Source: an optimization exercise on an open RTL-to-GDS flow (aim: small area). Production flows keep margins and buffers that such runs may drop.
Function was checked by simulation only, so behaviour that the tests miss may differ from the original.
Power and IR drop assume default switching activity.

==> flow/design.v (excerpt) <==
module Timer_PWM_Generator(
    input wire clk,                 
    input wire reset,               
    input wire [1:0] TMR_SRC,       
    input wire [1:0] TMR_MODE,      
    input wire [15:0] TIMER_TOP,    
    input wire [15:0] PWM_CNTA,     
    input wire [15:0] PWM_CNTB,     
    output wire PWM_OUTA,           
    output wire PWM_OUTB,           
    output wire timer_interrupt     
);
==> flow/config.mk <==
export PLATFORM = sky130hd
export DESIGN_NAME = Timer_PWM_Generator
export DESIGN_NICKNAME = Timer_PWM_Generator
export VERILOG_FILES = /design/flow/design.v
export SDC_FILE = /design/flow/constraint.sdc
export NUM_CORES = 4
export LEC_CHECK = 0
export CAP_MARGIN = 20
export CORE_MARGIN = 2
export CORE_UTILIZATION = 40
export SLEW_MARGIN = 20
==> flow/constraint.sdc <==
create_clock -name core_clock -period 4.0 [get_ports {clk}]
set_input_delay 0.8000 -clock core_clock [delete_from_list [all_inputs] [get_ports {clk}]]
set_output_delay 0.8000 -clock core_clock [all_outputs]
set_load 0.01 [all_outputs]
standard.sh (not shown) runs the stock make flow with config.mk's settings and CLKGATE_MAP_FILE= SYNTH_SCRIPT=/design/flow/synth_recipe.tcl, a recipe that flattens the netlist after the stock synthesis.
==> flow/flow/run.sh <==
#!/bin/bash
# Own layout flow: the standard synthesis script, except that ABC maps the
# logic with an area-oriented script (flow/area.abc); then the standard ORFS
# steps, with small port buffers and a clock tree without dummy loads.
set -euo pipefail
W=$(pwd)
F=$W/flow
mkdir -p $W/myflow
# synth.tcl with the ABC script replaced
sed 's#^\(\s*\)log_cmd abc {\*}\$abc_args#\1set abc_args [lreplace $abc_args 1 1 '"$F"'/area.abc]\n\1log_cmd abc {*}$abc_args#' \
  $FLOW_HOME/scripts/synth.tcl > $W/myflow/synth.tcl
grep -q "area.abc" $W/myflow/synth.tcl
sed 's#\$::env(SCRIPTS_DIR)/synth.tcl#'"$W"'/myflow/synth.tcl#' $W/synth_recipe.tcl > $W/myflow/synth_recipe.tcl
grep -q "myflow/synth.tcl" $W/myflow/synth_recipe.tcl

KNOBS=()
[[ -f $F/knobs.txt ]] && mapfile -t KNOBS < <(grep -v '^#' $F/knobs.txt | grep .)

make -C $FLOW_HOME DESIGN_CONFIG=$W/config.mk WORK_HOME=$W/orfs CLKGATE_MAP_FILE= \
  SYNTH_SCRIPT=$W/myflow/synth_recipe.tcl "${KNOBS[@]}" finish > $W/make_finish.log 2>&1
R=$W/orfs/results/$FLOW_PLATFORM/Timer_PWM_Generator/base
: # left out here: write the final layout as DEF
==> flow/flow/area.abc <==
strash; &get -n; &fraig -x; &put; scorr; dc2; dretime; strash; &get -n; &dch -f; &nf -R 1000; &put; topo; stime -p
==> flow/flow/knobs.txt <==
# extra make variables for the ORFS run, one per line
BUFFER_PORTS_ARGS=-buffer_cell sky130_fd_sc_hd__buf_1
CTS_ARGS=-sink_clustering_enable -repair_clock_nets -dont_use_dummy_load
Rerun with:
==> flow/run.sh (new file) <==
#!/bin/bash
# synth_recipe.tcl (not shown) runs the flow's synth.tcl, then flattens the netlist and writes it again
# the make line also repeats each setting of config.mk as NAME=value (left out here)
make -C /OpenROAD-flow-scripts/flow DESIGN_CONFIG=/design/flow/config.mk WORK_HOME=/design/flow/orfs CLKGATE_MAP_FILE= SYNTH_SCRIPT=/design/flow/synth_recipe.tcl finish
removed: flow/flow/run.sh
removed: flow/flow/area.abc
removed: flow/flow/knobs.txt
removed: flow/standard.sh
Clock-buffer cell count is unchanged.
Power went up by 51%.
Area after synthesis went up by 29%.
Via count went up by 30%.

Timer_PWM_Generator, a different RTL version from the one above (not shown whole).
For scale: about 57 I/O pins, about 3100 um^2 of cells after synthesis.
// Timer_PWM_Generator
module Timer_PWM_Generator(
    input wire clk,                 
    input wire reset,               
    input wire [1:0] TMR_SRC,       
    input wire [1:0] TMR_MODE,      
    input wire [15:0] TIMER_TOP,    
    input wire [15:0] PWM_CNTA,     
    input wire [15:0] PWM_CNTB,     
    output wire PWM_OUTA,           
    output wire PWM_OUTB,           
    output wire timer_interrupt     
);
    wire irq_timer_normal;
    wire pwm_outa_fast, pwm_outb_fast;
    wire pwm_outa_phase, pwm_outb_phase;
    wire [15:0] timer_cnt_normal;
    Timer_NormalMode normal_mode_inst (
        .clk(clk),
        .reset(reset),
        .irq_timer(irq_timer_normal),
        .timer_cnt(timer_cnt_normal)
    );
    Fast_PWM fast_pwm_inst (
        .clk(clk),
        .reset(reset),
        .pwm_outa(pwm_outa_fast),
        .pwm_outb(pwm_outb_fast),
        .timer_top(TIMER_TOP),
        .pwm_cnta(PWM_CNTA),
        .pwm_cntb(PWM_CNTB)
    );
    PhaseCorrectPWM phase_pwm_inst (
        .clk(clk),
        .reset(reset),
        .top(TIMER_TOP),
        .pwm_a(PWM_CNTA),
        .pwm_b(PWM_CNTB),
        .pwm_outa(pwm_outa_phase),
        .pwm_outb(pwm_outb_phase)
    );
    assign PWM_OUTA = TMR_MODE[0] ? (~TMR_MODE[1] & pwm_outa_fast)
                                  : ( TMR_MODE[1] & pwm_outa_phase);
    assign PWM_OUTB = TMR_MODE[0] ? (~TMR_MODE[1] & pwm_outb_fast)
                                  : ( TMR_MODE[1] & pwm_outb_phase);
  ...
export LEC_CHECK = 0
export CAP_MARGIN = 20
export CORE_MARGIN = 2
export CORE_UTILIZATION = 40
export SLEW_MARGIN = 20
create_clock -name core_clock -period 4.0 [get_ports {clk}]
==> flow/flow/run.sh <==
#!/bin/bash
# Own layout flow: the standard synthesis script, except that ABC maps the
# logic with an area-oriented script (flow/area.abc); then the standard ORFS
# steps, with small port buffers and a clock tree without dummy loads.
set -euo pipefail
W=$(pwd)
F=$W/flow
mkdir -p $W/myflow
# synth.tcl with the ABC script replaced
sed 's#^\(\s*\)log_cmd abc {\*}\$abc_args#\1set abc_args [lreplace $abc_args 1 1 '"$F"'/area.abc]\n\1log_cmd abc {*}$abc_args#' \
  $FLOW_HOME/scripts/synth.tcl > $W/myflow/synth.tcl
grep -q "area.abc" $W/myflow/synth.tcl
sed 's#\$::env(SCRIPTS_DIR)/synth.tcl#'"$W"'/myflow/synth.tcl#' $W/synth_recipe.tcl > $W/myflow/synth_recipe.tcl
grep -q "myflow/synth.tcl" $W/myflow/synth_recipe.tcl

KNOBS=()
[[ -f $F/knobs.txt ]] && mapfile -t KNOBS < <(grep -v '^#' $F/knobs.txt | grep .)

make -C $FLOW_HOME DESIGN_CONFIG=$W/config.mk WORK_HOME=$W/orfs CLKGATE_MAP_FILE= \
  SYNTH_SCRIPT=$W/myflow/synth_recipe.tcl "${KNOBS[@]}" finish > $W/make_finish.log 2>&1
R=$W/orfs/results/$FLOW_PLATFORM/Timer_PWM_Generator/base
: # left out here: write the final layout as DEF
==> flow/flow/area.abc <==
strash; &get -n; &fraig -x; &put; scorr; dc2; dretime; strash; &get -n; &dch -f; &nf -R 1000; &put
==> flow/flow/knobs.txt <==
# extra make variables for the ORFS run, one per line
BUFFER_PORTS_ARGS=-buffer_cell sky130_fd_sc_hd__buf_1
ADDER_MAP_FILE=
CTS_ARGS=-sink_clustering_enable -repair_clock_nets -dont_use_dummy_load -buf_list sky130_fd_sc_hd__clkbuf_8 -root_buf sky130_fd_sc_hd__clkbuf_8 -sink_clustering_size 30 -sink_clustering_max_diameter 200
CORE_UTILIZATION=70
PLACE_DENSITY=0.85
The baseline ran to the end with no violations.
Next try:
==> flow/flow/knobs.txt (replaced) <==
# extra make variables for the ORFS run, one per line (@FLOW@ is this folder)
BUFFER_PORTS_ARGS=-buffer_cell sky130_fd_sc_hd__buf_1
ADDER_MAP_FILE=
CTS_ARGS=-sink_clustering_enable -repair_clock_nets -dont_use_dummy_load -buf_list sky130_fd_sc_hd__clkbuf_8 -root_buf sky130_fd_sc_hd__clkbuf_8
GPL_TIMING_DRIVEN=0
After rerunning:
- register-to-register slack got worse by 0.16 ns
- global-route usage is lower by 12 points
- synthesized area is unchanged
- wire length is higher by 1.2%
- final area is higher by 2.2%
- synthesized cell count is unchanged
- power hardly moves
- non-clock buffer count stays the same
- worst hold slack got worse by 0.061 ns

[afterwards: timing with drivers on the ports]
In the flow no input, the clock included, has a driving cell. The finished layouts below were timed again as built, in two steps.
Step 1: set_driving_cell puts a clkbuf_16 on clk and a buf_2 on each other input, an assumption about the parent block.
Step 2 times the ports against the registers' clock, not the clock port: input delays grow and output delays shrink by t, the midpoint of the rising clock arrivals with the driver on.
Slacks: ideal ports / drivers / drivers and shift; pairs: ideal ports / drivers.
| run | t (ns) | setup WS [ns] | hold slack, ns | worst register clock-pin slew, ns |
|---|---|---|---|---|
| the first run of note 1 | 0.326 | 0.584 / 0.584 / 0.271 | 0.479 / 0.479 / 0.479 | 0.10 / 0.10 |
| the second run of note 1 | 0.344 | 0.501 / 0.509 / 0.165 | 0.456 / 0.456 / 0.456 | 0.12 / 0.12 |
| the first run of note 2 | 0.325 | 0.470 / 0.478 / 0.154 | 0.481 / 0.481 / 0.481 | 0.10 / 0.10 |
| the second run of note 2 | 0.332 | 0.325 / 0.325 / 0.008 | 0.420 / 0.410 / 0.480 | 0.11 / 0.11 |
After both steps every run listed still meets setup and hold. The setup slack of the second run of note 1, which loses most, moves by +0.008 ns with the drivers and by -0.336 ns with both steps.
